Context: an optimization exercise on an open-source flow, tuned for small area. The choices shown serve that exercise and are no tape-out recipe. The RTL was checked by simulation tests, not by an equivalence proof against the original design. The flow treats the clock pin as an ideal source, which a real chip does not have. Power is estimated from default activity; no workload was simulated.

==> flow/design.v (outline; a module is shown in full before it is edited, if it fits) <==
// module fa_cell: 10 lines
// module conv_l1: 2905 lines
module conv_l1(
    	input clk,
    	input reset,
    	input [7:0] pxl_in,
		input [7:0] kernel_00, input [7:0] kernel_01, input [7:0] kernel_02,
		input [7:0] kernel_10, input [7:0] kernel_11, input [7:0] kernel_12,
		input [7:0] kernel_20, input [7:0] kernel_21, input [7:0] kernel_22,
    	output [15:0] pxl_out,
		output valid
    );
  // ...
==> flow/flow/run.sh <==
#!/bin/bash
# The standard layout (standard.sh), with clock tree synthesis told to use
# larger sink clusters of clkbuf_16 and no dummy loads.
set -euo pipefail
export CTS_ARGS="-sink_clustering_enable -repair_clock_nets -dont_use_dummy_load -sink_clustering_size ${CTS_SIZE:-40} -sink_clustering_max_diameter ${CTS_DIAM:-45} -buf_list sky130_fd_sc_hd__clkbuf_16"
bash standard.sh > standard.log 2>&1
==> flow/standard.sh <==
#!/bin/bash
# synth_recipe.tcl (not shown) runs the flow's synth.tcl, then flattens the netlist and writes it again
# the make line also repeats each setting of config.mk as NAME=value (left out here)
make -C /OpenROAD-flow-scripts/flow DESIGN_CONFIG=/design/flow/config.mk WORK_HOME=/design/flow/orfs CLKGATE_MAP_FILE= SYNTH_SCRIPT=/design/flow/synth_recipe.tcl "${@:-finish}"
==> flow/config.mk <==
export PLATFORM = sky130hd
export DESIGN_NAME = conv_l1
export DESIGN_NICKNAME = conv_l1
export VERILOG_FILES = /design/flow/design.v
export SDC_FILE = /design/flow/constraint.sdc
export NUM_CORES = 8
export LEC_CHECK = 0
export CAP_MARGIN = 20
export CORE_MARGIN = 2
export CORE_UTILIZATION = 50
export PLACE_DENSITY = 0.6
export SLEW_MARGIN = 20
export SYNTH_HIERARCHICAL = 1
==> flow/constraint.sdc <==
create_clock -name core_clock -period 12.0 [get_ports {clk}]
set_input_delay 2.4000 -clock core_clock [delete_from_list [all_inputs] [get_ports {clk}]]
set_output_delay 2.4000 -clock core_clock [all_outputs]
set_load 0.01 [all_outputs]
==> summary.txt, run 1 <==
status - no timing/DRC/antenna violations
setup_tns - 0 ps
Clock-cell share - 7.80%
busiest grt layer - met1
n_diodes - 15
highest metal used - met5
Setup Skew - 125 ps
Nets - 22900
Area Growth Syn to Fin - 12.9%
count of sequential standard cells - 19300
Post-synth EDFFs - 0
Top reg by flops - line
share of power burned in registers - 56.5%
Ports - 99
CLK BUF - 1412
total CTS buffers - 1412
internal power - 89.6 mW
Compound-Gate Fraction of Synth Area - 0.0278%
Tcrit/Tclk final - 98.0%
# Taps - 10600
worst slew pin tran - 835 ps
Area after DPL - 417000 sq um
Final Wtd Congestion - 0.772
cell with the most instances on the worst path - fa_1
Post-CTS Setup Inserts - 8
fmax - 85.0 MHz
drt total wl - 463000 um
via count - 130000
All-Layer GR Usage - 11.6%
worst setup path start - pxl_in[7]
WHS Path Cells - 0
Seq area share - 85.4%
FP Rows - 328
grt met2 use - 15.0%
Gate power share - 8.8%
max FFs per register - 19300
Die Y - 900 um
Final min period - 11760 ps
internal reg-to-reg setup slack - 10330 ps
top cells by count, synth - dfxtp_1, nand2_1, fa_1
==> run 2, diff against run 1 <==
==> flow/flow/run.sh (replaced) <==
#!/bin/bash
# The standard layout (standard.sh), with clock tree synthesis told to use
# larger sink clusters of clkbuf_16 and no dummy loads.
set -euo pipefail
export CTS_ARGS="-sink_clustering_enable -repair_clock_nets -dont_use_dummy_load -sink_clustering_size ${CTS_SIZE:-35} -sink_clustering_max_diameter ${CTS_DIAM:-60} -buf_list sky130_fd_sc_hd__buf_12"
bash standard.sh > standard.log 2>&1
==> run 2 against run 1 <==
Critical path type unchanged. Core utilization decreased by 2.6 points. Global-route usage decreased by 0.68 points. Still clean on timing, DRC and antenna. First-iteration DRC count rose by 4.5%. Largest power group unchanged. Worst hold slack lost 40 ps. Cell area decreased by 4.5%. Register-to-register slack lost 20 ps. Synthesized area did not move. Wire length down 3.5%. Flip-flop and latch count stayed put.
==> summary.txt, run 2 <==
Area after DPL - 417000 sq um (unchanged)
top-area cell type share of the netlist area - 96.4%
syn avg cell area - 19.4 sq um
LEAKAGE - 167 nW
Hold Crit Start - line[20]
Die Y - 900 um (unchanged)
Hold Path Class - reg2reg
DRT iter0 DRCs - 5924
total power per unit cell area - 234 nW/um^2
final worst slack - 233 ps
CTS HTree Levels - 6
CTS tree - done
worst slew pin tran - 846 ps (+11.5 ps)
total CTS buffers - 742 (-47%)
top cells by area, synth - dfxtp_1, fa_1, nand2_1
area leader, netlist - dfxtp_1
Ports - 99 (unchanged)
count of pins over their slew limit - 0
via/cell ratio - 3.91
Yosys warning count - 7
worst-path fanout max - 7
WHS Path Cells - 0 (unchanged)
max-cap violation count - 0
die area - 809000 sq um
most frequent cells in the layout - dfxtp_1, buf_12, nand2_1
Register Area - 387000 sq um
HPWL after DPL - 254000 um
max FFs per register - 19300 (unchanged)
via count - 126000 (-3.3%)
Routed Antenna Nets - 0
clock sink count - 19300
Area Growth Syn to Fin - 7.79%
Setup Skew - 142 ps (+17.6 ps)
CTS root buffer - buf_12
DRT Pass-1 Iters - 5
global-route wire length before repair - 707000 um
Hold Path End - line[28]
Mapped Area - 401000 sq um
Async S/R FF share, synth - 0%
Initial Utilization - 50.2%
Tcrit/Tclk final - 98.1% (about the same)
unrepaired setup endpoints after global routing - no
hold-fix buffers at CTS - 0
clk buf depth - 4
Slew headroom - 43.5%
Fill cells - 62200
commonest non-fill, non-tap cell in the layout - dfxtp_1
status - no timing/DRC/antenna violations
All-Layer GR Usage - 10.9% (-0.68 points)
Die X - 900 um
vias in the first global route - 124000
Nets - 22200 (-2.9%)
Remaining DRCs - 0
internal reg-to-reg setup slack - 10310 ps (-20 ps)
multi-input logic area - 14300 sq um
fmax - 85.0 MHz (about the same)
drt total wl - 447000 um (-3.5%)
wire per inst - 13.9 um
Cells after Synth - 20700
final instance area - 432000 sq um
initial antenna violation count - 51
top-count cell post-synth - dfxtp_1
Worst Setup End Kind - output pin
R2R Path Start - counter1[8]
top cells by count, synth - dfxtp_1, nand2_1, fa_1
Port Buffers - 98
proportion of layout cells with a drive suffix above 1 - 5.45%
total gr overflow - 0
Synth cell types - 37
Final Wtd Congestion - 0.772 (unchanged)
clk latency of the worst-skew pair - 1050 ps
Worst Path Arrival - 9370 ps
Worst-path clk slew - 110 ps
largest net degree at the start of global routing - 36
number of synthesized register bits - 19300
core region area - 799000 sq um
FP Rows - 328 (unchanged)
pre-CTS setup slack - -1510 ps
Final min period - 11770 ps (+8.33 ps)
worst vdd ir - 952 uV
register area share after synthesis - 96.4%
final setup fails - 0
worst setup path class - in2out
Post-synth EDFFs - 0 (unchanged)
RR Endpoint - counter2[1]
startpoint type of the worst setup path - primary input
hold violation count in the final report - 0
Top FF cell, synth - dfxtp_1
Req. time, crit path - 9600 ps
path depth of the worst reg2reg path - 4
biggest regs - line x19296, counter1 x11, counter2 x2
Top reg by flops - line
run 2: cell counts after synthesis:
No cell type changed its count.
run 2: power by group:
part / total [mW] / switching (mW) / internal, mW
logic: 10.0 / 5.24 / 4.79
clock network: 26.8 / 17.1 / 9.63
registers: 64.1 / 0.0313 / 64.1
total: 101 / 22.4 / 78.5
run 2: area by class of cell:
cell class,count,share of cell area (%)
Antenna cell,16,0.00926
Clock buffer,742,3.44
Inverter,31,0.0269
Multi-Input combinational cell,1213,3.32
Sequential cell,19300,89.4
Tap cell,10600,3.06
Timing Repair Buffer,306,0.730
run 2: how the worst max path moves through the flow:
stage	from	endpoint	slack, ps	depth (start not counted)
floorplan	kernel_00[0]	pxl_out[13]	550	22
global placement	kernel_22[0]	pxl_out[12]	-1560	26
detailed placement	kernel_22[0]	pxl_out[12]	-1510	25
CTS	kernel_10[7]	pxl_out[14]	0.7	21
global route	kernel_02[1]	pxl_out[13]	0.0009	23
finish	kernel_10[6]	pxl_out[15]	230	23
run 2: layer usage:
metal,GRT usage (%),up-vias,wire [um]
li1,-,64100,-
met1,18.2,59800,255000
met2,14.4,1131,163000
met3,1.94,891,16200
met4,3.13,2,13300
met5,0,-,15
run 2: modules after synthesis, one instance, submodules excluded:
module / cells inside / flip-flops and latches
conv_l1: 20100 / 19300
fa_cell: 1 / 0
run 2: cell families after synthesis:
group / count (synthesis) / share of synthesized area, %
AO/OA/AOI/OAI: 16 / 0.0278
XOR/XNOR: 10 / 0.0218
adder cells (fa/ha/maj): 564 / 2.80
buffers and inverters: 178 / 0.168
flip-flops: 19300 / 96.4
multiplexers: 2 / 0.00499
other: 1 / 0.000935
AND/OR/NAND/NOR: 614 / 0.592
run 2: worst max-delay path, stage by stage:
cell and delay, ps:
clkdlybuf4s50_1 520, buf_6 170, nand2_1 90, fa_2 440, fa_2 630, fa_2 480
fa_1 450, fa_2 550, fa_1 450, fa_1 420, fa_1 460, fa_1 540
inv_1 60, ha_1 270, nor2b_2 160, buf_4 130, buf_4 130, o31ai_4 200
buf_4 170, a21oi_2 60, xnor2_2 270, buf_6 170, buf_4 110
run 2: repair_timing:
item / 4_1_cts / 5_1_grt
pin swaps: 128 / 44
setup buffers: 8 / 1
gates resized for setup: 366 / 36
hold endpoints to repair: 0 / 0
setup endpoints to repair: 7 / 4
run 2: stage by stage:
step / setup TNS (ps) / util [%] / instances / total power [mW] / hold slack, ps
6_report: 0 / 54.1 / 32200 / 101 / 190
3_3_place_gp: -7060 / 52.2 / 31400 / 75.5 / 309
2_1_floorplan: 0 / - / 20700 / 68.2 / 310
4_1_cts: 0 / 54.1 / 32200 / 103 / 178
3_5_place_dp: -6720 / 52.2 / 31400 / 75.4 / 312
5_1_grt: 0 / 54.1 / 32200 / 105 / 180
==> run 3, diff against run 2 <==
--- a/flow/config.mk
+++ b/flow/config.mk
@@ -9,4 +9,4 @@
 export CORE_MARGIN = 2
-export CORE_UTILIZATION = 50
-export PLACE_DENSITY = 0.6
+export CORE_UTILIZATION = 60
+export PLACE_DENSITY = 0.75
 export SLEW_MARGIN = 20
==> run 3 against run 2 <==
Still clean on timing, DRC and antenna. Sequential power is essentially flat. Cell area shrank 0.72%. Sequential share of layout area is 0.65 points higher. Non-clock buffer count is 1 lower. Count of clock-buffer cells in the layout shrank 45. Synthesized cell count stayed put. Worst setup slack got worse by 25 ps. Fmax down 0.21%. Via count down 0.49%. Largest cell class unchanged. Highest routed layer unchanged.
==> summary.txt, run 3 <==
total gr overflow - 0 (unchanged)
hold violation count in the final report - 0 (unchanged)
initial antenna violation count - 35 (-31%)
top cells by count, synth - dfxtp_1, nand2_1, fa_1
crit-path max cell delay - 670 ps (+40 ps)
Nets - 22200 (-0.21%)
DRT iter0 DRCs - 5842 (-1.4%)
Initial Utilization - 60.2% (+9.9 points)
Synth cell types - 37 (unchanged)
Top reg by flops - line
HPWL after DPL - 258000 um (+1.6%)
Mapped Area - 401000 sq um (unchanged)
top-area cell type share of the netlist area - 96.4% (unchanged)
core region area - 667000 sq um (-17%)
CTS root buffer - buf_12
crit path max-delay cell type - fa_2
LEAKAGE - 167 nW (-0.30%)
register area share after synthesis - 96.4% (unchanged)
Slew headroom - 43.4% (-0.062 points)
Ports - 99 (unchanged)
clk latency of the worst-skew pair - 990 ps (-60 ps)
DRT Pass-1 Iters - 4 (-1)
worst slew pin tran - 847 ps (+0.935 ps)
Tcrit/Tclk final - 98.3% (+0.21 points)
proportion of layout cells with a drive suffix above 1 - 5.13% (-0.32 points)
count of pins over their slew limit - 0 (unchanged)
clock sink count - 19300 (unchanged)
Port Buffers - 98 (unchanged)
via/cell ratio - 4.11 (+5.1%)
total CTS buffers - 697 (-6.1%)
largest net degree at the start of global routing - 36 (unchanged)
Req. time, crit path - 9600 ps (about the same)
cell with the most instances on the worst path - fa_1
M1 GR Usage - 21.8% (+3.6 points)
status - no timing/DRC/antenna violations
clk buf depth - 4 (unchanged)
global-route wire length before repair - 712000 um (+0.70%)
hold-fix buffers at CTS - 0 (unchanged)
grt met2 use - 18.3% (+3.9 points)
final setup fails - 0 (unchanged)
Hold Path Class - reg2reg
met3 Use GR - 2.17% (+0.23 points)
worst-path fanout max - 8 (+1)
syn avg cell area - 19.4 sq um (unchanged)
Die X - 822 um (-8.7%)
Routed Antenna Nets - 0 (unchanged)
Final Wtd Congestion - 0.794 (+2.9%)
Top FF cell, synth - dfxtp_1
worst vdd ir - 959 uV (+0.70%)
final core occ - 64.4% (+10 points)
wire per inst - 14.9 um (+6.9%)
crit-path cells - clkdlybuf4s50_1, buf_4, nand2_1, fa_1, fa_2, fa_2, fa_1, fa_1, fa_1, fa_1, fa_1, inv_2, ha_4, inv_2, fa_2, nor2b_2, o21a_1, nor2_1, fa_2, inv_2, buf_12, buf_2
top-count cell post-synth - dfxtp_1
Worst-path clk slew - 80 ps (-30 ps)
fmax - 84.8 MHz (-0.21%)
CTS HTree Levels - 6 (unchanged)
busiest grt layer - met1
Post-synth EDFFs - 0 (unchanged)
area leader, netlist - dfxtp_1
drt total wl - 453000 um (+1.3%)
Area Growth Syn to Fin - 7.01%
All-Layer GR Usage - 13.3% (+2.3 points)
Worst Path Arrival - 9390 ps (+20 ps)
commonest non-fill, non-tap cell in the layout - dfxtp_1
unrepaired setup endpoints after global routing - no
biggest regs - line x19296, counter1 x11, counter2 x2
Async S/R FF share, synth - 0% (unchanged)
number of synthesized register bits - 19300 (unchanged)
final instance area - 429000 sq um (-0.72%)
FP Rows - 300 (-8.5%)
Cells after Synth - 20700 (unchanged)
CTS tree - done
top cells by area, synth - dfxtp_1, fa_1, nand2_1
max-cap violation count - 0 (unchanged)
max FFs per register - 19300 (unchanged)
vias in the first global route - 126000 (+1.5%)
startpoint type of the worst setup path - primary input
die area - 675000 sq um (-17%)
Die Y - 822 um (-8.7%)
Setup Skew - 89.0 ps (-53.4 ps)
total power per unit cell area - 234 nW/um^2 (+0.27%)
via count - 125000 (-0.49%)
Yosys warning count - 7 (unchanged)
Remaining DRCs - 0 (unchanged)
Area after DPL - 415000 sq um (-0.49%)
Worst Setup End Kind - output pin
most frequent cells in the layout - dfxtp_1, buf_12, nand2_1
Final min period - 11790 ps (+25.1 ps)
worst setup path class - in2out
-- run 3: path summary, 6_finish.rpt --
| kind | start | end | slack, ps | cells after the start |
|---|---|---|---|---|
| worst max register to register | counter1[8] | counter2[1] | 10280 | 4 |
| worst min-delay path | line[9755] | line[9763] | 250 | 0 |
| worst max-delay path | pxl_in[6] | pxl_out[12] | 210 | 22 |
| worst min register to register | line[9755] | line[9763] | 250 | 0 |
-- run 3: worst max-delay path, delay by kind of cell --
family          cells  cell delay [ps]
fa+ha+maj          11             5430
compound gates      1              130
simple gates        3              280
buf+inv             7             1120
-- run 3: per-layer routing --
layer | up-vias | part of all wire [%]
met4 | 4 | 2.6
met5 | - | 0.0057
met3 | 786 | 3.4
li1 | 64100 | -
met1 | 59300 | 56
met2 | 1136 | 38
-- run 3: power by group --
part | internal [mW] | total, mW | switching (mW)
logic | 4.95 | 10.3 | 5.35
clock network | 9.08 | 26.0 | 17.0
registers | 64.1 | 64.1 | 0.0304
total | 78.1 | 100 | 22.3
-- run 3: final cells by class --
class | instances | area (sq um)
inverters | 31 | 116
diodes | 8 | 20.0
flip-flops and latches | 19300 | 387000
repair buffers | 305 | 3070
fillers | 44900 | 238000
multi-input cells | 1213 | 14300
clock buffers | 697 | 14000
well taps | 8909 | 11100
-- run 3: per-stage QoR --
stage	cells	total power [mW]	hold WS [ps]	worst slack (ps)	setup TNS [ps]
after floorplan	20700	68.2	310	550	0
after global routing	30500	104	246	3.01	0
after detailed placement	29800	75.2	312	-1640	-8030
after CTS	30500	102	246	0.198	0
final	30500	100	247	208	0
after global placement	29800	75.4	310	-1640	-8050
-- run 3: cells by family after synthesis --
family / Yosys count / synth area share (%)
buf+inv: 178 / 0.168
xor+xnor: 10 / 0.0218
fa+ha+maj: 564 / 2.80
flops: 19300 / 96.4
other cells: 1 / 0.000935
simple gates: 614 / 0.592
compound gates: 16 / 0.0278
mux: 2 / 0.00499
-- run 3: per-module statistics from Yosys (local to each module, per instance) --
module   flip-flops and latches  cells
fa_cell                       0      1
conv_l1                   19300  20100
-- run 3: timing repair --
item,in CTS,in global routing
setup endpoints to repair,6,6
resized for setup,343,27
buffers inserted,8,0
pin swaps,102,51
endpoints found under the hold margin,0,0
==> run 4, diff against run 3 <==
==> flow/run.sh (new file) <==
#!/bin/bash
# synth_recipe.tcl (not shown) runs the flow's synth.tcl, then flattens the netlist and writes it again
# the make line also repeats each setting of config.mk as NAME=value (left out here)
make -C /OpenROAD-flow-scripts/flow DESIGN_CONFIG=/design/flow/config.mk WORK_HOME=/design/flow/orfs CLKGATE_MAP_FILE= SYNTH_SCRIPT=/design/flow/synth_recipe.tcl finish
--- a/flow/config.mk
+++ b/flow/config.mk
@@ -9,4 +9,4 @@
 export CORE_MARGIN = 2
-export CORE_UTILIZATION = 60
-export PLACE_DENSITY = 0.75
+export CORE_UTILIZATION = 50
+export PLACE_DENSITY = 0.6
 export SLEW_MARGIN = 20
removed: flow/flow/run.sh
removed: flow/standard.sh
==> run 4 against run 3 <==
Via count grew 7.5%. Combinational power is essentially flat. Synthesized area is the same. Count of clock-buffer cells in the layout grew 1812. Worst setup slack gained 30 ps. Clock power grew 110%. Largest power group unchanged.
==> summary.txt, run 4 <==
status - no timing/DRC/antenna violations
Worst-path clk slew - 60 ps (-20 ps)
Cells after Synth - 20700 (unchanged)
worst setup path start - pxl_in[7]
Mapped Area - 401000 sq um (unchanged)
FP Rows - 328 (+9.3%)
All-Layer GR Usage - 11.9% (-1.3 points)
fmax - 85.0 MHz (+0.25%)
final setup fails - 0 (unchanged)
Hold Path Class - reg2reg
max FFs per register - 19300 (unchanged)
total power - 129 mW (+29%)
Worst Path Arrival - 9360 ps (-30 ps)
startpoint type of the worst setup path - primary input
HPWL after DPL - 254000 um (-1.6%)
LEAKAGE - 189 nW (+14%)
via count - 135000 (+7.5%)
unrepaired setup endpoints after global routing - yes
Final min period - 11760 ps (-29.9 ps)
max-cap violation count - 0 (unchanged)
Synth cell types - 37 (unchanged)
Die X - 900 um (+9.5%)
simple-gate share of the synthesized area - 0.592% (unchanged)
final instance area - 477000 sq um (+11%)
Net Switching - 27.0 mW (+21%)
Worst Setup End Kind - output pin
CTS tree - done
Final Wtd Congestion - 0.772 (-2.8%)
Slew headroom - 45.3% (+1.9 points)
biggest regs - line x19296, counter1 x11, counter2 x2
CTS root buffer - clkbuf_16
Async S/R FF share, synth - 0% (unchanged)
total gr overflow - 0 (unchanged)
Area after DPL - 417000 sq um (+0.49%)
Req. time, crit path - 9600 ps (about the same)
hold violation count in the final report - 0 (unchanged)
mux cell area share after synthesis - 0.00499% (unchanged)
core region area - 799000 sq um (+20%)
clk latency of the worst-skew pair - 1230 ps (+240 ps)
total CTS buffers - 1741 (+150%)
M1 GR Usage - 18.7% (-3.1 points)
worst setup path class - in2out
register area share after synthesis - 96.4% (unchanged)
proportion of layout cells with a drive suffix above 1 - 13.5% (+8.4 points)
met3 Use GR - 2.98% (+0.81 points)
Synth Area in XOR/XNOR - 0.0218% (unchanged)
wire per inst - 13.8 um (-7.0%)
share of power burned in registers - 49.6% (-14 points)
clk buf depth - 5 (+1)
RR Endpoint - counter2[1]
area leader, netlist - dfxtp_1
commonest non-fill, non-tap cell in the layout - dfxtp_1
Ports - 99 (unchanged)
count of pins over their slew limit - 0 (unchanged)
worst-path fanout max - 7 (-1)
Register Area - 387000 sq um (unchanged)
syn avg cell area - 19.4 sq um (unchanged)
setup_tns - 0 ps (unchanged)
number of synthesized register bits - 19300 (unchanged)
Die Y - 900 um (+9.5%)
Switching Share - 20.9% (-1.4 points)
top-count cell post-synth - dfxtp_1
internal reg-to-reg setup slack - 10350 ps (+70 ps)
Gate power share - 7.7% (-2.6 points)
Compound-Gate Fraction of Synth Area - 0.0278% (unchanged)
internal power - 102 mW (+31%)
Nets - 23200 (+4.7%)
clock share of power - 42.7% (+17 points)
worst slew pin tran - 819 ps (-28.7 ps)
top cells by area, synth - dfxtp_1, fa_1, nand2_1
drt total wl - 477000 um (+5.4%)
Setup Skew - 119 ps (+29.6 ps)
Worst setup endpoint - pxl_out[15]
via/cell ratio - 3.90 (-5.2%)
Routed Antenna Nets - 0 (unchanged)
DRT iter0 DRCs - 5558 (-4.9%)
die area - 809000 sq um (+20%)
most frequent cells in the layout - dfxtp_1, clkbuf_16, nand2_1
Area Growth Syn to Fin - 18.9%
Fill cells - 58200 (+30%)
clock sink count - 19300 (unchanged)
initial antenna violation count - 47 (+34%)
Final Instance Count excl. Fillers - 34500 (+13%)
vias in the first global route - 137000 (+9.2%)
DRT Pass-1 Iters - 4 (unchanged)
Port Buffers - 98 (unchanged)
Top FF cell, synth - dfxtp_1
global-route wire length before repair - 763000 um (+7.1%)
Remaining DRCs - 0 (unchanged)
Post-synth EDFFs - 0 (unchanged)
path depth of the worst reg2reg path - 4 (unchanged)
multi-input logic area - 14400 sq um (+0.53%)
placed insts - 31400 (+5.5%)
Tcrit/Tclk final - 98.0% (-0.25 points)
worst vdd ir - 954 uV (-0.52%)
R2R Path Start - counter1[8]
Initial Utilization - 50.2% (-9.9 points)
top cells by count, synth - dfxtp_1, nand2_1, fa_1
largest net degree at the start of global routing - 18 (-50%)
Top reg by flops - line
top-area cell type share of the netlist area - 96.4% (unchanged)
combinational family with the most area after synthesis - adder cells
grt met2 use - 15.5% (-2.8 points)
Adder-Cell Fraction of Synth Area - 2.80% (unchanged)
Yosys warning count - 7 (unchanged)
busiest grt layer - met1
total power per unit cell area - 272 nW/um^2 (+16%)
CTS HTree Levels - 7 (+1)
[run 4: logic make-up after synthesis]
kind of cell,after synthesis
compound gates,16
simple gates,614
xor+xnor,10
buf+inv,178
flops,19300
other cells,1
fa+ha+maj,564
mux,2
[run 4: routing by layer]
metal / share of wire, % / vias up / wire, um
met5: 0.0027 / - / 13
met4: 3.4 / 2 / 16200
met3: 4.0 / 1404 / 19200
met2: 38 / 2056 / 179000
met1: 55 / 63600 / 262000
li1: - / 67600 / -
[run 4: repair_timing]
| action | in CTS | in global routing |
|---|---|---|
| hold buffers | 0 | 0 |
| resized for setup | 366 | 47 |
| setup buffers | 8 | 1 |
| pin swaps | 130 | 61 |
| setup endpoints to repair | 7 | 4 |
[run 4: how the worst min path moves through the flow]
stage / from / to / slack [ps] / depth (start not counted)
floorplan: line[9992] / line[10000] / 310 / 0
global placement: line[16007] / line[16015] / 310 / 0
detailed placement: line[10965] / line[10973] / 310 / 0
CTS: line[120] / line[128] / 220 / 0
global route: line[49] / line[57] / 230 / 0
finish: line[9225] / line[9233] / 230 / 0
[run 4: area by class of cell]
cell class / count / share of cell area [%]
Inverter: 31 / 0.0244
Timing Repair Buffer: 306 / 0.662
Clock buffer: 2509 / 10.7
Tap cell: 10600 / 2.77
Sequential cell: 19300 / 81.1
Multi-Input combinational cell: 1213 / 3.01
Clock inverter: 594 / 1.69
Antenna cell: 11 / 0.00577
[run 4: power groups by stage]
stage	Combinational, mW	Clock (mW)	Sequential (mW)
after global routing	10.8	59.6	64.1
final	10.0	55.3	64.2
after CTS	10.8	56.9	64.2
after global placement	9.89	0	65.6
after detailed placement	9.82	0	65.6
after floorplan	2.62	0	65.6
[run 4: metrics by stage]
step	utilization [%]	hold WS [ps]	worst slack [ps]
after floorplan	-	310	550
after global placement	52.2	309	-1560
after detailed placement	52.2	312	-1510
after CTS	59.7	217	0.669
after global routing	59.7	231	-0.574
final	59.7	226	238
[run 4: Yosys stat by module, one instance, submodules excluded]
module / cells / flip-flops and latches
conv_l1: 20100 / 19300
fa_cell: 1 / 0
[run 4: critical path: stages]
cell and delay [ps]:
clkdlybuf4s50_1 470, buf_4 160, buf_4 170, nand2_1 90, fa_1 520, fa_1 530
fa_1 660, fa_1 470, fa_1 540, fa_1 440, fa_1 390, fa_1 480
fa_1 500, inv_1 40, ha_1 280, buf_4 150, o21a_1 190, o31ai_4 70
buf_4 170, a21oi_2 60, xnor2_2 280, buf_6 170, buf_4 110
==> run 5, diff against run 4 <==
==> flow/flow/run.sh (new file) <==
#!/bin/bash
# The standard layout (standard.sh), with clock tree synthesis told to use
# larger sink clusters of clkbuf_16 and no dummy loads.
set -euo pipefail
export CTS_ARGS="-sink_clustering_enable -repair_clock_nets -dont_use_dummy_load -sink_clustering_size ${CTS_SIZE:-35} -sink_clustering_max_diameter ${CTS_DIAM:-60} -buf_list sky130_fd_sc_hd__clkbuf_16"
bash standard.sh > standard.log 2>&1
==> flow/standard.sh (new file) <==
#!/bin/bash
# synth_recipe.tcl (not shown) runs the flow's synth.tcl, then flattens the netlist and writes it again
# the make line also repeats each setting of config.mk as NAME=value (left out here)
make -C /OpenROAD-flow-scripts/flow DESIGN_CONFIG=/design/flow/config.mk WORK_HOME=/design/flow/orfs CLKGATE_MAP_FILE= SYNTH_SCRIPT=/design/flow/synth_recipe.tcl "${@:-finish}"
removed: flow/run.sh
==> run 5 against run 4 <==
Clock skew rose by 11 ps. Die area is the same. Worst setup slack worse by 3.7 ps. Flip-flop and latch count is the same. Sequential power is essentially flat. Power decreased by 21%. Critical path type unchanged. Largest cell class unchanged. Largest power group unchanged.
==> summary.txt, run 5 <==
path depth of the worst reg2reg path - 4 (unchanged)
status - no timing/DRC/antenna violations
HPWL after DPL - 254000 um (unchanged)
CTS HTree Levels - 6 (-1)
FP Rows - 328 (unchanged)
Worst-path clk slew - 100 ps (+40 ps)
unrepaired setup endpoints after global routing - no
worst setup path class - in2out
All-Layer GR Usage - 10.9% (-1.0 points)
Compound-Gate Fraction of Synth Area - 0.0278% (unchanged)
Port Buffers - 98 (unchanged)
DRT Pass-1 Iters - 5 (+1)
Adder-Cell Fraction of Synth Area - 2.80% (unchanged)
hold violation count in the final report - 0 (unchanged)
commonest non-fill, non-tap cell in the layout - dfxtp_1
register area share after synthesis - 96.4% (unchanged)
total gr overflow - 0 (unchanged)
top cells by count, synth - dfxtp_1, nand2_1, fa_1
top-area cell type share of the netlist area - 96.4% (unchanged)
max-cap violation count - 0 (unchanged)
count of pins over their slew limit - 0 (unchanged)
clk buf depth - 4 (-1)
Tcrit/Tclk final - 98.0% (about the same)
biggest regs - line x19296, counter1 x11, counter2 x2
Final Wtd Congestion - 0.772 (unchanged)
top-count cell post-synth - dfxtp_1
Synth cell types - 37 (unchanged)
DRT iter0 DRCs - 6018 (+8.3%)
mux cell area share after synthesis - 0.00499% (unchanged)
Yosys warning count - 7 (unchanged)
Final min period - 11770 ps (+3.66 ps)
Top FF cell, synth - dfxtp_1
Hold WS - 203 ps (-23.8 ps)
LEAKAGE - 169 nW (-11%)
via/cell ratio - 3.92 (+0.42%)
Top reg by flops - line
Ports - 99 (unchanged)
pre-CTS setup slack - -1510 ps (unchanged)
WHS Path Cells - 0 (unchanged)
Area Growth Syn to Fin - 8.71%
die area - 809000 sq um (unchanged)
Post-synth EDFFs - 0 (unchanged)
Nets - 22200 (-4.3%)
placed insts - 31400 (unchanged)
Die X - 900 um (unchanged)
worst slew pin tran - 830 ps (+11.0 ps)
Routed Antenna Nets - 0 (unchanged)
drt total wl - 448000 um (-6.1%)
top cells by area, synth - dfxtp_1, fa_1, nand2_1
combinational family with the most area after synthesis - adder cells
core region area - 799000 sq um (unchanged)
final setup fails - 0 (unchanged)
Worst Path Arrival - 9370 ps (about the same)
Req. time, crit path - 9600 ps (about the same)
Remaining DRCs - 0 (unchanged)
wire per inst - 13.9 um (+0.78%)
Final Instance Count excl. Fillers - 32200 (-6.8%)
syn avg cell area - 19.4 sq um (unchanged)
vias in the first global route - 124000 (-9.7%)
simple-gate share of the synthesized area - 0.592% (unchanged)
initial antenna violation count - 51 (+8.5%)
final core occ - 54.6% (-5.1 points)
worst vdd ir - 953 uV (-0.13%)
Synth Area in XOR/XNOR - 0.0218% (unchanged)
startpoint type of the worst setup path - primary input
Cells after Synth - 20700 (unchanged)
Initial Utilization - 50.2% (unchanged)
most frequent cells in the layout - dfxtp_1, clkbuf_16, nand2_1
Hold Path Class - reg2reg
Die Y - 900 um (unchanged)
max FFs per register - 19300 (unchanged)
clock sink count - 19300 (unchanged)
final worst slack - 234 ps (-3.66 ps)
Slew headroom - 44.6% (-0.74 points)
via count - 126000 (-6.4%)
Worst Setup End Kind - output pin
global-route wire length before repair - 707000 um (-7.2%)
worst-path fanout max - 5 (-2)
clk latency of the worst-skew pair - 1110 ps (-120 ps)
CTS tree - done
proportion of layout cells with a drive suffix above 1 - 5.45% (-8.0 points)
total power - 102 mW (-21%)
total power per unit cell area - 234 nW/um^2 (-14%)
Fill cells - 61700 (+6.1%)
CTS root buffer - clkbuf_16
area leader, netlist - dfxtp_1
Mapped Area - 401000 sq um (unchanged)
number of synthesized register bits - 19300 (unchanged)
fmax - 85.0 MHz (about the same)
Setup Skew - 130 ps (+11.2 ps)
largest net degree at the start of global routing - 36 (+18)
total CTS buffers - 742 (-57%)
Async S/R FF share, synth - 0% (unchanged)
run 5: path summary, 6_finish.rpt:
check	slack [ps]	end	startpoint
setup / recovery	230	pxl_out[13]	kernel_21[1]
hold reg to reg	200	line[28]	line[20]
setup reg to reg	10310	counter2[1]	counter1[8]
hold / removal	200	line[28]	line[20]
run 5: area by class of cell:
cell class	count	area (sq um)	area share (%)
diodes	14	35.0	0.00804
repair buffers	306	3160	0.724
well taps	10600	13200	3.03
inverters	31	116	0.0267
flip-flops and latches	19300	387000	88.7
clock buffers	742	18600	4.26
multi-input cells	1213	14300	3.29
run 5: logic make-up (layout without fill, tap and decap cells):
kind of cell	after synthesis	after routing
xor gates and xnor gates	10	10
AOI/OAI and AO/OA	16	16
buffers and inverters	178	1079
adders and majority gates	564	564
muxes	2	2
and+or+nand+nor	614	614
DFF	19300	19300
other	1	21
run 5: per-stage QoR:
stage	area (sq um)	setup TNS [ps]
2_1_floorplan	401000	0
3_3_place_gp	417000	-7060
3_5_place_dp	417000	-6720
4_1_cts	436000	0
5_1_grt	436000	0
6_report	436000	0
run 5: where the power goes:
group          internal [mW]  total (mW)  switching (mW)
logic                   4.79        10.0            5.21
registers               64.1        64.1          0.0311
clock network           11.1        27.9            16.8
run 5: worst max-delay path: stages:
cell,delay (ps)
clkdlybuf4s15_2,200
buf_12,130
buf_4,150
nand2_1,80
fa_1,540
fa_2,650
fa_2,490
fa_1,570
fa_2,490
fa_2,550
fa_2,450
fa_2,410
fa_2,360
inv_2,80
ha_4,120
inv_2,30
fa_2,400
nor2b_2,150
o21a_1,140
nor2_2,50
fa_2,380
xnor2_4,270
buf_6,150
buf_6,90
run 5: per-layer routing:
layer | GRT usage [%] | part of all wire [%] | vias to the layer above
met5 | 0 | 0.0033 | -
met4 | 3.12 | 3.1 | 2
met3 | 1.94 | 3.6 | 900
li1 | - | - | 64100
met2 | 14.4 | 36 | 1150
met1 | 18.2 | 57 | 59800
run 5: Yosys stat by module (local to each module, per instance):
module   cells inside  copies in the design
fa_cell             1                   552
conv_l1         20100                     1
run 5: repair_timing:
action	in CTS	in global routing
cloned	0	0
hold buffers	0	0
buffers inserted	8	1
gates resized for setup	366	36
setup endpoints to repair	7	4
pin swaps	128	44
==> run 6, diff against run 5 <==
==> flow/flow/run.sh (replaced) <==
#!/bin/bash
# The standard layout (standard.sh) with a leaner clock tree: clock tree
# synthesis builds sink clusters of buf_12 without dummy loads, then
# post_cts.tcl resizes each leaf buffer to the smallest that keeps the
# flip-flop clock-pin slew under LEAF_SLEW_PS.
set -euo pipefail
here=$(cd "$(dirname "$0")" && pwd)
export CTS_ARGS="-sink_clustering_enable -repair_clock_nets -dont_use_dummy_load -sink_clustering_size 35 -sink_clustering_max_diameter 60 -buf_list sky130_fd_sc_hd__buf_12"
export POST_CTS_TCL="$here/post_cts.tcl"
export LEAF_SLEW_PS=120
bash standard.sh > standard.log 2>&1
==> flow/flow/leafsize.tcl (new file) <==
# Resize each clock-tree leaf buffer (one that drives only flip-flop clock
# pins) to the smallest of the candidate buffers (listed by rising area) that
# keeps the slew at its flip-flops' clock pins at most target_ps; if none
# does, to the candidate with the lowest slew.
proc leaf_worst_slew {sinks} {
  set w 0
  foreach pin $sinks {
    foreach q {slew_max_rise slew_max_fall} {
      set s [get_property $pin $q]
      if {$s > $w} { set w $s }
    }
  }
  return $w
}

proc leaf_resize {target_ps cands} {
  set target [expr {$target_ps / 1000.0}]
  set block [ord::get_db_block]
  set n 0
  set before 0.0
  set after 0.0
  foreach inst [$block getInsts] {
    if {![string match "clkbuf_*" [$inst getName]]} continue
    set out ""
    foreach it [$inst getITerms] { if {[$it isOutputSignal]} { set out [$it getNet] } }
    if {$out eq "" || $out eq "NULL"} continue
    set leaf 1
    foreach it [$out getITerms] {
      if {[$it isOutputSignal]} continue
      if {![string match "*__df*" [[[$it getInst] getMaster] getName]]} { set leaf 0; break }
    }
    if {!$leaf} continue
    set sinks [get_pins -of_objects [get_nets [$out getName]] -filter "direction==input"]
    if {[llength $sinks] == 0} continue
    set m [$inst getMaster]
    set before [expr {$before + [$m getWidth] * [$m getHeight] / 1e6}]
    set iname [$inst getName]
    set chosen ""
    set best ""
    set bestw 1e9
    foreach c $cands {
      replace_cell [get_cells $iname] $c
      set w [leaf_worst_slew $sinks]
      if {$w <= $target} { set chosen $c; break }
      if {$w < $bestw} { set bestw $w; set best $c }
    }
    if {$chosen eq ""} { set chosen $best; replace_cell [get_cells $iname] $chosen }
    set m [$inst getMaster]
    set after [expr {$after + [$m getWidth] * [$m getHeight] / 1e6}]
    incr n
  }
  puts [format "leaf_resize: %d leaf buffers, area %.1f -> %.1f um2" $n $before $after]
}
==> flow/flow/post_cts.tcl (new file) <==
# Runs at the end of ORFS's CTS step (POST_CTS_TCL): resize the clock-tree
# leaf buffers to the smallest that keeps the flip-flop clock-pin slew low.
source [file join [file dirname [info script]] leafsize.tcl]
set_propagated_clock [all_clocks]
estimate_parasitics -placement
leaf_resize $::env(LEAF_SLEW_PS) {sky130_fd_sc_hd__buf_2 sky130_fd_sc_hd__buf_4 sky130_fd_sc_hd__buf_6 sky130_fd_sc_hd__buf_8 sky130_fd_sc_hd__buf_12 sky130_fd_sc_hd__clkbuf_16 sky130_fd_sc_hd__buf_16}
detailed_placement
check_placement -verbose
--- a/flow/config.mk
+++ b/flow/config.mk
@@ -9,4 +9,4 @@
 export CORE_MARGIN = 2
-export CORE_UTILIZATION = 50
-export PLACE_DENSITY = 0.6
+export CORE_UTILIZATION = 60
+export PLACE_DENSITY = 0.75
 export SLEW_MARGIN = 20
==> run 6 against run 5 <==
Still clean. Flip-flop and latch count stayed put. Worst hold slack better by 21 ps. Synthesized cell count stayed put. Global-route usage is 2.3 points higher. Critical path type unchanged. Largest cell class unchanged. Largest power group unchanged.
==> summary.txt, run 6 <==
Final min period - 11780 ps (+13.3 ps)
area leader, netlist - dfxtp_1
Slew headroom - 43.0% (-1.6 points)
register area share after synthesis - 96.4% (unchanged)
Mapped Area - 401000 sq um (unchanged)
Remaining DRCs - 0 (unchanged)
Worst Path Arrival - 9380 ps (about the same)
LEAKAGE - 167 nW (-1.5%)
Worst Setup End Kind - output pin
Routed Antenna Nets - 0 (unchanged)
Hold WS - 224 ps (+21.5 ps)
number of synthesized register bits - 19300 (unchanged)
Area Growth Syn to Fin - 7.04%
hold violation count in the final report - 0 (unchanged)
clock sink count - 19300 (unchanged)
global-route wire length before repair - 713000 um (+0.74%)
core region area - 667000 sq um (-17%)
worst setup path class - in2out
unrepaired setup endpoints after global routing - no
drt total wl - 453000 um (+1.2%)
fmax - 84.9 MHz (-0.11%)
total power per unit cell area - 234 nW/um^2 (-0.25%)
commonest non-fill, non-tap cell in the layout - dfxtp_1
Setup Skew - 109 ps (-20.7 ps)
initial antenna violation count - 35 (-31%)
top cells by area, synth - dfxtp_1, fa_1, nand2_1
biggest regs - line x19296, counter1 x11, counter2 x2
Synth cell types - 37 (unchanged)
CTS tree - done
Nets - 22200 (-0.21%)
Ports - 99 (unchanged)
Top FF cell, synth - dfxtp_1
DRT Pass-1 Iters - 5 (unchanged)
Die Y - 822 um (-8.7%)
setup_tns - 0 ps (unchanged)
proportion of layout cells with a drive suffix above 1 - 5.13% (-0.32 points)
top cells by count, synth - dfxtp_1, nand2_1, fa_1
pre-CTS setup slack - -1640 ps (-126 ps)
Req. time, crit path - 9600 ps (about the same)
Port Buffers - 98 (unchanged)
via/cell ratio - 4.11 (+5.0%)
Die X - 822 um (-8.7%)
largest net degree at the start of global routing - 36 (unchanged)
HPWL after DPL - 258000 um (+1.6%)
Initial Utilization - 60.2% (+9.9 points)
final worst slack - 221 ps (-13.3 ps)
via count - 125000 (-0.56%)
DRT iter0 DRCs - 5859 (-2.6%)
FP Rows - 300 (-8.5%)
startpoint type of the worst setup path - primary input
Hold Path Class - reg2reg
vias in the first global route - 126000 (+1.5%)
Fill cells - 44900 (-27%)
All-Layer GR Usage - 13.3% (+2.3 points)
count of pins over their slew limit - 0 (unchanged)
clk latency of the worst-skew pair - 1090 ps (-20 ps)
Top reg by flops - line
total gr overflow - 0 (unchanged)
Yosys warning count - 7 (unchanged)
Final Wtd Congestion - 0.794 (+2.9%)
syn avg cell area - 19.4 sq um (unchanged)
Worst-path clk slew - 110 ps (about the same)
max-cap violation count - 0 (unchanged)
Post-synth EDFFs - 0 (unchanged)
final core occ - 64.4% (+9.8 points)
die area - 675000 sq um (-17%)
worst vdd ir - 965 uV (+1.3%)
Cells after Synth - 20700 (unchanged)
worst slew pin tran - 854 ps (+24.0 ps)
Tcrit/Tclk final - 98.2% (+0.11 points)
most frequent cells in the layout - dfxtp_1, nand2_1, buf_12
wire per inst - 14.9 um (+6.8%)
total power - 100 mW (-1.8%)
status - no timing/DRC/antenna violations
top-count cell post-synth - dfxtp_1
final setup fails - 0 (unchanged)
worst-path fanout max - 8 (+3)
Async S/R FF share, synth - 0% (unchanged)
max FFs per register - 19300 (unchanged)
top-area cell type share of the netlist area - 96.4% (unchanged)
## run 6: cell counts after synthesis
Identical to the previous run, type by type.
## run 6: path summary, 6_finish.rpt
check	start	to	slack, ps	depth (start not counted)
hold / removal	line[13651]	line[13659]	220	0
hold reg to reg	line[13651]	line[13659]	220	0
setup / recovery	pxl_in[6]	pxl_out[12]	220	22
setup reg to reg	counter1[8]	counter2[1]	10300	4
## run 6: per-module statistics from Yosys (local to each module, per instance)
| module | cells inside | flip-flops and latches | area, sq um |
|---|---|---|---|
| conv_l1 | 20100 | 19300 | 390000 |
| fa_cell | 1 | 0 | 20.0 |
## run 6: area by class of cell
class                           count  area, sq um  area share, %
Clock buffer                      697        14100           3.28
Timing Repair Buffer              305         3070          0.716
Sequential cell                 19300       387000           90.0
Inverter                           31          116         0.0271
Multi-Input combinational cell   1213        14300           3.33
Tap cell                         8909        11100           2.60
Antenna cell                        9         22.5        0.00525
## run 6: report_power, final
part           switching [mW]  internal (mW)
Clock                    16.8           8.98
Sequential             0.0304           64.1
Combinational            5.35           4.95
## run 6: cell families after synthesis
family / after synthesis / synth area share, %
and+or+nand+nor: 614 / 0.592
buffers and inverters: 178 / 0.168
other: 1 / 0.000935
muxes: 2 / 0.00499
xor gates and xnor gates: 10 / 0.0218
adders and majority gates: 564 / 2.80
DFF: 19300 / 96.4
AOI/OAI and AO/OA: 16 / 0.0278
## run 6: per-layer routing
metal / wire, um / GRT usage, %
met5: 26 / 0
met4: 11700 / 3.42
met3: 15800 / 2.18
met2: 173000 / 18.3
met1: 253000 / 21.8
## run 6: metrics by stage
| stage | instance area, sq um | instances |
|---|---|---|
| floorplan | 401000 | 20700 |
| global placement | 415000 | 29800 |
| detailed placement | 415000 | 29800 |
| global route | 429000 | 30500 |
| finish | 429000 | 30500 |
## run 6: critical path, stage by stage
cell	delay [ps]
clkdlybuf4s50_1	490
buf_4	190
nand2_1	90
fa_1	520
fa_2	680
fa_2	520
fa_1	570
fa_1	440
fa_1	560
fa_1	460
fa_1	510
inv_2	90
ha_4	130
inv_2	30
fa_2	380
nor2b_2	140
o21a_1	130
nor2_1	50
fa_2	640
inv_2	80
buf_12	120
buf_2	130
==> run 7, diff against run 6 <==
--- a/flow/flow/run.sh
+++ b/flow/flow/run.sh
@@ -10,2 +10,3 @@
 export LEAF_SLEW_PS=120
+export IO_CONSTRAINTS="$here/io.tcl"
 bash standard.sh > standard.log 2>&1
==> flow/flow/io.tcl (new file) <==
# All ports on one stretch of the left edge, next to each other, so the
# adder tree and the pixel taps gather there instead of spreading over the die.
set die [[ord::get_db_block] getDieArea]
set h [expr {[$die dy] / 1000.0}]
set lo [expr {int($h / 2 - 60)}]
set hi [expr {int($h / 2 + 60)}]
set_io_pin_constraint -pin_names [get_ports *] -region left:$lo-$hi
==> run 7 against run 6 <==
The flow now stops in I/O pin placement. Synthesized cell count unchanged. Synthesized area did not move.
==> summary.txt, run 7 <==
Initial Utilization - 60.2% (unchanged)
FP Rows - 300 (unchanged)
top cells by area, synth - dfxtp_1, fa_1, nand2_1
register area share after synthesis - 96.4% (unchanged)
Die X - 822 um (unchanged)
Error - [ERROR PPL-0111] 1 constraint(s) does not have available slots for the pins.
top cells by count, synth - dfxtp_1, nand2_1, fa_1
Last stage - I/O pin placement
Yosys warning count - 7 (unchanged)
status - stopped before the end
Async S/R FF share, synth - 0% (unchanged)
number of synthesized register bits - 19300 (unchanged)
Post-synth EDFFs - 0 (unchanged)
Top FF cell, synth - dfxtp_1
Die Y - 822 um (unchanged)
Cells after Synth - 20700 (unchanged)
syn avg cell area - 19.4 sq um (unchanged)
Synth cell types - 37 (unchanged)
Mapped Area - 401000 sq um (unchanged)
top-count cell post-synth - dfxtp_1
area leader, netlist - dfxtp_1
top-area cell type share of the netlist area - 96.4% (unchanged)
[run 7: cell counts after synthesis]
Identical to the previous run, type by type.
[run 7: cell families after synthesis]
family                   count (synthesis)  synth area share [%]
flip-flops                           19300                  96.4
AND/OR/NAND/NOR                        614                 0.592
adder cells (fa/ha/maj)                564                  2.80
buffers and inverters                  178                 0.168
AO/OA/AOI/OAI                           16                0.0278
XOR/XNOR                                10                0.0218
multiplexers                             2               0.00499
other                                    1              0.000935
[run 7: per-module statistics from Yosys, one instance, submodules excluded]
module   copies in the design  area, sq um  flip-flops and latches  cells inside
fa_cell                   552         20.0                       0             1
conv_l1                     1       390000                   19300         20100
==> run 8, diff against run 7 <==
--- a/flow/flow/io.tcl
+++ b/flow/flow/io.tcl
@@ -4,4 +4,4 @@
 set h [expr {[$die dy] / 1000.0}]
-set lo [expr {int($h / 2 - 60)}]
-set hi [expr {int($h / 2 + 60)}]
+set lo [expr {int($h / 2 - 85)}]
+set hi [expr {int($h / 2 + 85)}]
 set_io_pin_constraint -pin_names [get_ports *] -region left:$lo-$hi
==> run 8 against run 7 <==
Synthesized area is the same. Synthesized cell count is the same. The run now finishes clean.
==> summary.txt, run 8 <==
DRT Pass-1 Iters - 5
final setup fails - 0
max-cap violation count - 0
via/cell ratio - 4.10
total power per unit cell area - 224 nW/um^2
Setup Skew - 130 ps
number of synthesized register bits - 19300 (unchanged)
Worst Path Arrival - 9450 ps
Top FF cell, synth - dfxtp_1
top-area cell type share of the netlist area - 96.4% (unchanged)
Mapped Area - 401000 sq um (unchanged)
Routed Antenna Nets - 0
startpoint type of the worst setup path - primary input
CP delay by family, top - adder cells
multi-input logic area - 14200 sq um
core region area - 667000 sq um
top cells by count, synth - dfxtp_1, nand2_1, fa_1
Top reg by flops - line
worst setup path start - kernel_02[5]
worst slew pin tran - 1180 ps
crit-path cells - clkdlybuf4s50_1, buf_4, buf_6, buf_4, nand2_1, fa_1, fa_2, fa_1, fa_1, fa_1, fa_2, fa_1, fa_2, buf_12, fa_2, inv_1, ha_1, o21a_1, o31ai_2, a21oi_2, xnor2_2, buf_2
Initial Utilization - 60.2% (unchanged)
Final Wtd Congestion - 0.779
total gr overflow - 0
worst vdd ir - 1790 uV
Die X - 822 um (unchanged)
top-count cell post-synth - dfxtp_1
Synth cell types - 37 (unchanged)
Register Area - 387000 sq um
global-route wire length before repair - 696000 um
HPWL after DPL - 248000 um
Ports - 99
Cells after Synth - 20700 (unchanged)
register area share after synthesis - 96.4% (unchanged)
Hold Path Class - reg2reg
status - no timing/DRC/antenna violations
setup_tns - 0 ps
drt total wl - 440000 um
clock sink count - 19300
FP Rows - 300 (unchanged)
Slew headroom - 21.1%
Async S/R FF share, synth - 0% (unchanged)
Worst-path clk slew - 110 ps
area leader, netlist - dfxtp_1
DRT iter0 DRCs - 6084
CTS tree - done
Crit path buffers/inverters - 7
crit path max-delay cell type - fa_2
Final min period - 11850 ps
LEAKAGE - 167 nW
Final Instance Count excl. Fillers - 30500
clk latency of the worst-skew pair - 1080 ps
commonest non-fill, non-tap cell in the layout - dfxtp_1
Worst Setup End Kind - output pin
Tcrit/Tclk final - 98.8%
Port Buffers - 98
number of cells on the critical path - 22
vias in the first global route - 124000
internal reg-to-reg setup slack - 10360 ps
die area - 675000 sq um
crit-path max cell delay - 620 ps
R2R Path Start - counter1[8]
total power - 96.1 mW
Post-synth EDFFs - 0 (unchanged)
Area Growth Syn to Fin - 6.98%
wire per inst - 14.4 um
Area after DPL - 414000 sq um
proportion of layout cells with a drive suffix above 1 - 4.92%
syn avg cell area - 19.4 sq um (unchanged)
hold violation count in the final report - 0
largest net degree at the start of global routing - 36
Hold WS - 221 ps
Die Y - 822 um (unchanged)
path depth of the worst reg2reg path - 4
final instance area - 429000 sq um
Remaining DRCs - 0
Fill cells - 45100
initial antenna violation count - 27
Req. time, crit path - 9600 ps
max FFs per register - 19300
count of pins over their slew limit - 0
most frequent cells in the layout - dfxtp_1, nand2_1, buf_12
biggest regs - line x19296, counter1 x11, counter2 x2
Yosys warning count - 7 (unchanged)
fmax - 84.4 MHz
via count - 125000
placed insts - 29700
unrepaired setup endpoints after global routing - yes
cell with the most instances on the worst path - fa_1
Worst setup endpoint - pxl_out[15]
worst setup path class - in2out
RR Endpoint - counter2[1]
Nets - 22200
All-Layer GR Usage - 12.8%
top cells by area, synth - dfxtp_1, fa_1, nand2_1
worst-path fanout max - 4
-- run 8: cell counts after synthesis --
No cell type changed its count.
-- run 8: cell families after synthesis --
family	Yosys count	synth area share, %
xor gates and xnor gates	10	0.0218
DFF	19300	96.4
and+or+nand+nor	614	0.592
buffers and inverters	178	0.168
other	1	0.000935
AOI/OAI and AO/OA	16	0.0278
adders and majority gates	564	2.80
muxes	2	0.00499
-- run 8: worst min-delay path by stage --
stage / startpoint / to / slack [ps] / depth (start not counted)
finish: line[332] / line[340] / 220 / 0
global route: line[332] / line[340] / 220 / 0
detailed placement: line[10182] / line[10190] / 310 / 0
global placement: line[14507] / line[14515] / 310 / 0
floorplan: line[9992] / line[10000] / 310 / 0
-- run 8: final cells by class --
cell class	instances	share of cell area, %
diodes	21	0.0122
clock buffers	700	3.27
inverters	31	0.0271
multi-input cells	1213	3.32
flip-flops and latches	19300	90.1
well taps	8909	2.60
repair buffers	293	0.668
-- run 8: routing by layer --
layer,wire [um],GRT usage (%)
met5,108,0
met4,10800,2.91
met3,15900,2.22
met2,160000,17.0
met1,253000,21.8
-- run 8: stage by stage --
step / setup WS, ps / utilization (%)
finish: 147 / 64.4
detailed placement: -1180 / 62.1
global placement: -1180 / 62.1
floorplan: 550 / -
global route: -29.0 / 64.4
-- run 8: per-module statistics from Yosys, one instance, submodules excluded --
| module | area (sq um) | cells |
|---|---|---|
| conv_l1 | 390000 | 20100 |
| fa_cell | 20.0 | 1 |
-- run 8: power by group --
group / switching, mW / leakage, nW / internal, mW
clock: 16.8 / 6.71 / 8.96
combinational: 3.13 / 4.50 / 3.11
sequential: 0.0324 / 156 / 64.1
==> run 9, diff against run 8 <==
--- a/flow/flow/run.sh
+++ b/flow/flow/run.sh
@@ -11,2 +11,3 @@
 export IO_CONSTRAINTS="$here/io.tcl"
+export BUFFER_PORTS_ARGS="-buffer_cell sky130_fd_sc_hd__buf_2"
 bash standard.sh > standard.log 2>&1
==> run 9 against run 8 <==
Count of clock-buffer cells in the layout grew 9. Synthesized cell count unchanged. Critical endpoint is now pxl_out[13]. Core utilization is 0.22 points lower. Final cell count fell by 0.19%. Critical path type unchanged. Global-route usage increased by 0.20 points. Sequential share of layout area increased by 0.31 points. Clock power barely moved. Cell area shrank 0.34%. Largest power group unchanged. Fmax increased by 0.27%. First-iteration DRC count rose by 0.59%. Die area is the same. Largest cell class unchanged.
==> summary.txt, run 9 <==
All-Layer GR Usage - 13.0% (+0.20 points)
clk latency of the worst-skew pair - 1000 ps (-80 ps)
Worst-path clk slew - 120 ps (about the same)
max-cap violation count - 0 (unchanged)
die area - 675000 sq um (unchanged)
crit path max-delay cell type - fa_2
Slew headroom - 32.1% (+11 points)
Worst Setup End Kind - output pin
worst vdd ir - 1540 uV (-14%)
Yosys warning count - 7 (unchanged)
Req. time, crit path - 9600 ps (about the same)
busiest grt layer - met1
Cells after Synth - 20700 (unchanged)
hold violation count in the final report - 0 (unchanged)
pre-CTS setup slack - -526 ps (+652 ps)
count of pins over their slew limit - 0 (unchanged)
clock share of power - 27.0% (+0.2 points)
Tcrit/Tclk final - 98.5% (-0.26 points)
Final Wtd Congestion - 0.816 (+4.6%)
worst slew pin tran - 1020 ps (-164 ps)
Async S/R FF share, synth - 0% (unchanged)
global-route wire length before repair - 707000 um (+1.6%)
internal power - 75.4 mW (-1.1%)
via count - 125000 (+0.031%)
CTS tree - done
Setup Skew - 127 ps (-3.53 ps)
proportion of layout cells with a drive suffix above 1 - 4.55% (-0.38 points)
syn avg cell area - 19.4 sq um (unchanged)
register area share after synthesis - 96.4% (unchanged)
most frequent cells in the layout - dfxtp_1, nand2_1, fa_1
Hold Path Class - reg2reg
total gr overflow - 0 (unchanged)
Remaining DRCs - 0 (unchanged)
Final min period - 11820 ps (-31.5 ps)
FP Rows - 300 (unchanged)
Nets - 22100 (-0.24%)
Port Buffers - 98 (unchanged)
Die X - 822 um (unchanged)
placed insts - 29700 (-0.17%)
Compound-Gate Fraction of Synth Area - 0.0278% (unchanged)
HPWL after DPL - 251000 um (+1.2%)
setup_tns - 0 ps (unchanged)
crit-path max cell delay - 650 ps (+30 ps)
Crit path buffers/inverters - 5 (-2)
area leader, netlist - dfxtp_1
grt met2 use - 17.6% (+0.64 points)
DRT Pass-1 Iters - 5 (unchanged)
drt total wl - 445000 um (+1.2%)
LEAKAGE - 166 nW (-0.39%)
Mapped Area - 401000 sq um (unchanged)
Post-synth EDFFs - 0 (unchanged)
initial antenna violation count - 40 (+48%)
combinational family with the most area after synthesis - adder cells
Initial Utilization - 60.2% (unchanged)
commonest non-fill, non-tap cell in the layout - dfxtp_1
wire per inst - 14.6 um (+1.4%)
biggest regs - line x19296, counter1 x11, counter2 x2
DRT iter0 DRCs - 6120 (+0.59%)
simple-gate share of the synthesized area - 0.592% (unchanged)
M1 GR Usage - 21.8% (about the same)
final setup fails - 0 (unchanged)
Area Growth Syn to Fin - 6.61%
top-area cell type share of the netlist area - 96.4% (unchanged)
clock sink count - 19300 (unchanged)
total power per unit cell area - 224 nW/um^2 (-0.13%)
fmax - 84.6 MHz (+0.27%)
Adder-Cell Fraction of Synth Area - 2.80% (unchanged)
Fill cells - 45200 (+0.29%)
Top FF cell, synth - dfxtp_1
final worst slack - 179 ps (+31.5 ps)
met3 Use GR - 2.17% (-0.055 points)
core region area - 667000 sq um (unchanged)
share of power burned in registers - 67.0% (+0.3 points)
mux cell area share after synthesis - 0.00499% (unchanged)
crit-path cells - buf_2, buf_4, nand2_1, fa_1, fa_2, fa_1, fa_1, fa_1, fa_1, fa_2, fa_1, fa_1, fa_1, inv_1, ha_2, inv_1, fa_2, nor2b_2, o21a_1, nor2_1, fa_2, xnor2_2, buf_2
top-count cell post-synth - dfxtp_1
Final Instance Count excl. Fillers - 30400 (-0.19%)
max FFs per register - 19300 (unchanged)
top cells by count, synth - dfxtp_1, nand2_1, fa_1
Synth Area in XOR/XNOR - 0.0218% (unchanged)
status - no timing/DRC/antenna violations
internal reg-to-reg setup slack - 10360 ps (about the same)
top cells by area, synth - dfxtp_1, fa_1, nand2_1
Die Y - 822 um (unchanged)
startpoint type of the worst setup path - primary input
Routed Antenna Nets - 0 (unchanged)
Switching Share - 21.2% (+0.48 points)
Ports - 99 (unchanged)
worst-path fanout max - 4 (unchanged)
Synth cell types - 37 (unchanged)
cell with the most instances on the worst path - fa_1
Top reg by flops - line
worst setup path class - in2out
vias in the first global route - 125000 (+0.79%)
Gate power share - 5.9% (-0.6 points)
number of synthesized register bits - 19300 (unchanged)
CP delay by family, top - adder cells
total power - 95.7 mW (-0.47%)
via/cell ratio - 4.11 (+0.22%)
largest net degree at the start of global routing - 36 (unchanged)
Net Switching - 20.3 mW (+1.8%)
Worst Path Arrival - 9420 ps (-30 ps)
## run 9: path summary, 6_finish.rpt
check,startpoint,end,depth (start not counted)
worst min register to register,line[1409],line[1417],0
worst min-delay path,line[1409],line[1417],0
worst max register to register,counter1[8],counter2[1],4
worst max-delay path,kernel_01[1],pxl_out[13],23
## run 9: logic make-up after synthesis
kind of cell / count (synthesis)
other cells: 1
flops: 19300
xor+xnor: 10
compound gates: 16
mux: 2
fa+ha+maj: 564
buf+inv: 178
simple gates: 614
## run 9: worst register-to-register path, cell delays in order (launching register included)
cell and delay [ps]:
dfxtp_1 380, or4_4 570, nor4_4 320, nor2_1 70
a211oi_1 210
## run 9: stage by stage
| stage | area (sq um) | hold slack [ps] | utilization, % |
|---|---|---|---|
| after global placement | 413000 | 309 | 62.0 |
| after detailed placement | 413000 | 312 | 62.0 |
| after global routing | 428000 | 197 | 64.1 |
| after floorplan | 401000 | 310 | - |
| final | 428000 | 211 | 64.1 |
## run 9: layout make-up
cell class | count | area, sq um | area share (%)
sequential | 19300 | 387000 | 90.4
clock buffer | 709 | 14100 | 3.31
multi-input combinational | 1213 | 13900 | 3.26
tap | 8909 | 11100 | 2.61
timing repair buffer | 230 | 1630 | 0.382
inverter | 31 | 116 | 0.0272
antenna | 17 | 42.5 | 0.00995
## run 9: Yosys stat by module (local to each module, per instance)
module | area (sq um) | flops+latches
fa_cell | 20.0 | 0
conv_l1 | 390000 | 19300
## run 9: layer usage
metal | wire (um) | vias up | part of all wire, %
met5 | 115 | - | 0.026
met4 | 11000 | 16 | 2.5
met3 | 16500 | 797 | 3.7
met2 | 167000 | 1111 | 37
met1 | 251000 | 59000 | 56
li1 | - | 64000 | -
## run 9: power by group through the flow
stage / registers [mW] / clock network, mW / logic, mW
after floorplan: 65.6 / 0 / 2.62
after global routing: 64.2 / 28.9 / 6.15
after detailed placement: 65.6 / 0 / 5.40
after global placement: 65.6 / 0 / 5.51
final: 64.1 / 25.9 / 5.69
==> run 10, diff against run 9 <==
--- a/flow/config.mk
+++ b/flow/config.mk
@@ -10,2 +10,3 @@
 export CORE_UTILIZATION = 60
+export GPL_TIMING_DRIVEN = 0
 export PLACE_DENSITY = 0.75
==> run 10 against run 9 <==
Fmax up 0.34%. Synthesized area unchanged. Worst hold slack better by 11 ps. Highest routed layer unchanged.
==> summary.txt, run 10 <==
status - no timing/DRC/antenna violations
DRT iter0 DRCs - 6075 (-0.74%)
max FFs per register - 19300 (unchanged)
worst vdd ir - 1340 uV (-13%)
Area after DPL - 412000 sq um (-0.22%)
startpoint type of the worst setup path - primary input
total gr overflow - 0 (unchanged)
Final min period - 11780 ps (-39.7 ps)
Register Area - 387000 sq um (unchanged)
All-Layer GR Usage - 12.6% (-0.41 points)
RR Endpoint - counter2[1]
Async S/R FF share, synth - 0% (unchanged)
Top reg by flops - line
top cells by count, synth - dfxtp_1, nand2_1, fa_1
Mapped Area - 401000 sq um (unchanged)
number of synthesized register bits - 19300 (unchanged)
Remaining DRCs - 0 (unchanged)
Die Y - 822 um (unchanged)
Hold Path Class - reg2reg
top cells by area, synth - dfxtp_1, fa_1, nand2_1
count of pins over their slew limit - 0 (unchanged)
Post-synth EDFFs - 0 (unchanged)
drt total wl - 432000 um (-3.0%)
commonest non-fill, non-tap cell in the layout - dfxtp_1
top-count cell post-synth - dfxtp_1
final setup fails - 0 (unchanged)
path depth of the worst reg2reg path - 4 (unchanged)
Fill cells - 45200 (-0.0044%)
most frequent cells in the layout - dfxtp_1, nand2_1, fa_1
Cells after Synth - 20700 (unchanged)
largest net degree at the start of global routing - 36 (unchanged)
Worst Path Arrival - 9380 ps (-40 ps)
placed insts - 29600 (-0.20%)
hold violation count in the final report - 0 (unchanged)
Top FF cell, synth - dfxtp_1
Nets - 22100 (-0.33%)
multi-input logic area - 13900 sq um (-0.22%)
clock sink count - 19300 (unchanged)
R2R Path Start - counter1[8]
clk latency of the worst-skew pair - 1080 ps (+80 ps)
fmax - 84.9 MHz (+0.34%)
Ports - 99 (unchanged)
wire per inst - 14.2 um (-2.8%)
total power per unit cell area - 224 nW/um^2 (+0.22%)
global-route wire length before repair - 695000 um (-1.7%)
Hold Path End - line[18037]
worst setup path class - in2out
Req. time, crit path - 9600 ps (about the same)
biggest regs - line x19296, counter1 x11, counter2 x2
Hold Crit Start - line[18029]
core region area - 667000 sq um (unchanged)
total power - 95.7 mW (about the same)
Final Wtd Congestion - 0.791 (-3.1%)
worst slew pin tran - 1170 ps (+153 ps)
Routed Antenna Nets - 0 (unchanged)
syn avg cell area - 19.4 sq um (unchanged)
Tcrit/Tclk final - 98.2% (-0.33 points)
LEAKAGE - 166 nW (-0.37%)
vias in the first global route - 126000 (+0.96%)
proportion of layout cells with a drive suffix above 1 - 3.81% (-0.73 points)
FP Rows - 300 (unchanged)
via/cell ratio - 4.10 (about the same)
Synth cell types - 37 (unchanged)
Die X - 822 um (unchanged)
final instance area - 427000 sq um (-0.20%)
die area - 675000 sq um (unchanged)
unrepaired setup endpoints after global routing - no
Worst Setup End Kind - output pin
DRT Pass-1 Iters - 5 (unchanged)
HPWL after DPL - 235000 um (-6.2%)
top-area cell type share of the netlist area - 96.4% (unchanged)
worst-path fanout max - 8 (+4)
register area share after synthesis - 96.4% (unchanged)
internal reg-to-reg setup slack - 10370 ps (about the same)
WHS Path Cells - 0 (unchanged)
Final Instance Count excl. Fillers - 30300 (-0.24%)
Yosys warning count - 7 (unchanged)
Area Growth Syn to Fin - 6.40%
CTS tree - done
Worst-path clk slew - 110 ps (about the same)
area leader, netlist - dfxtp_1
initial antenna violation count - 37 (-7.5%)
max-cap violation count - 0 (unchanged)
Setup Skew - 115 ps (-12.3 ps)
Initial Utilization - 60.2% (unchanged)
Slew headroom - 22.0% (-10 points)
Port Buffers - 25 (-74%)
via count - 124000 (-0.34%)
[run 10: changes by cell type in the layout (fill, tap and decap cells not counted), sizes merged]
cell	before	now
buf	803	606
clkbuf	136	259
[run 10: worst max path at each step]
stage | from | to | slack, ps | cells past startpoint
final | kernel_02[7] | pxl_out[15] | 220 | 20
after floorplan | kernel_00[0] | pxl_out[13] | 550 | 22
after global placement | kernel_02[0] | pxl_out[12] | -710 | 23
after detailed placement | kernel_02[0] | pxl_out[12] | -760 | 23
after global routing | kernel_02[7] | pxl_out[15] | 7 | 19
[run 10: kinds of logic (layout without fill, tap and decap cells)]
group | after synthesis | after routing | synth area share, %
buffers and inverters | 178 | 896 | 0.168
adders and majority gates | 564 | 564 | 2.80
AOI/OAI and AO/OA | 16 | 16 | 0.0278
muxes | 2 | 2 | 0.00499
and+or+nand+nor | 614 | 614 | 0.592
other | 1 | 24 | 0.000935
DFF | 19300 | 19300 | 96.4
xor gates and xnor gates | 10 | 10 | 0.0218
[run 10: critical path, cell delays in order]
cell,delay [ps]
clkbuf_1,730
nand2_1,170
fa_1,540
fa_1,620
fa_1,440
fa_1,530
fa_1,540
fa_1,560
fa_1,480
fa_1,530
inv_1,40
ha_1,170
inv_1,150
fa_2,390
nor2b_4,70
buf_4,130
o31ai_1,340
a21oi_1,180
xnor2_1,180
buf_2,160
[run 10: per-layer routing]
metal	routed length, um	global-route usage [%]	share of wire (%)
met1	243000	20.8	56
met2	160000	17.0	37
met3	17900	2.49	4.2
met4	11200	3.14	2.6
met5	170	0	0.039
[run 10: area by class of cell]
class	count	share of cell area, %
Antenna cell	17	0.00997
Buffer	140	0.172
Clock buffer	698	3.30
Inverter	31	0.0273
Multi-Input combinational cell	1213	3.26
Sequential cell	19300	90.6
Tap cell	8909	2.61
Timing Repair Buffer	27	0.0346
[run 10: metrics by stage]
step	setup WS [ps]	setup TNS (ps)	hold WS (ps)	util [%]
6_report	218	0	222	64.0
5_1_grt	6.83	0	233	64.0
3_5_place_dp	-763	-3540	312	61.9
3_3_place_gp	-709	-3330	310	61.9
2_1_floorplan	550	0	310	-
[run 10: per-module statistics from Yosys, one instance, submodules excluded]
module / copies in the design / area [sq um]
conv_l1: 1 / 390000
fa_cell: 552 / 20.0
[run 10: report_power, final]
part           internal (mW)  total (mW)  switching [mW]
Combinational           2.27        5.77            3.49
Sequential              64.1        64.1          0.0201
Clock                   8.98        25.8            16.8
Total                   75.4        95.7            20.4

==> port drivers added, routing unchanged <==
Ports are ideal in the flow. The routed layouts listed here were re-timed in OpenROAD. Step 1 assumes that a clkbuf_16 drives the clock port and a buf_2 every other input. Step 2, shift: input delay + t, output delay - t, t = (earliest + latest rising clock arrival at the registers) / 2. This alone moves slack from input paths to output paths. Slacks: no drivers / after step 1 / after step 2; pairs: no drivers / after step 1.
run	t (ns)	setup slack, ns	latest minus earliest clock arrival (ns)
run 1	1.301	0.241 / 0.058 / 0.058	0.167 / 0.167
run 2	1.137	0.233 / 0.005 / 0.005	0.205 / 0.205
run 3	1.111	0.208 / 0.032 / 0.032	0.171 / 0.171
run 4	1.315	0.238 / 0.017 / 0.017	0.142 / 0.141
run 5	1.200	0.234 / -0.026 / -0.026	0.173 / 0.173
run 6	1.127	0.221 / 0.034 / 0.034	0.203 / 0.203
run 8	1.116	0.147 / 0.043 / 0.043	0.222 / 0.222
run 9	1.085	0.179 / -0.053 / -0.053	0.226 / 0.227
run 10	1.103	0.218 / 0.151 / 0.151	0.202 / 0.201
Met with ideal ports but missed after step 2: setup timing in run 5 and run 9. For run 5, which loses most, drivers alone change the setup slack by -0.260 ns; drivers and shift together by -0.260 ns.
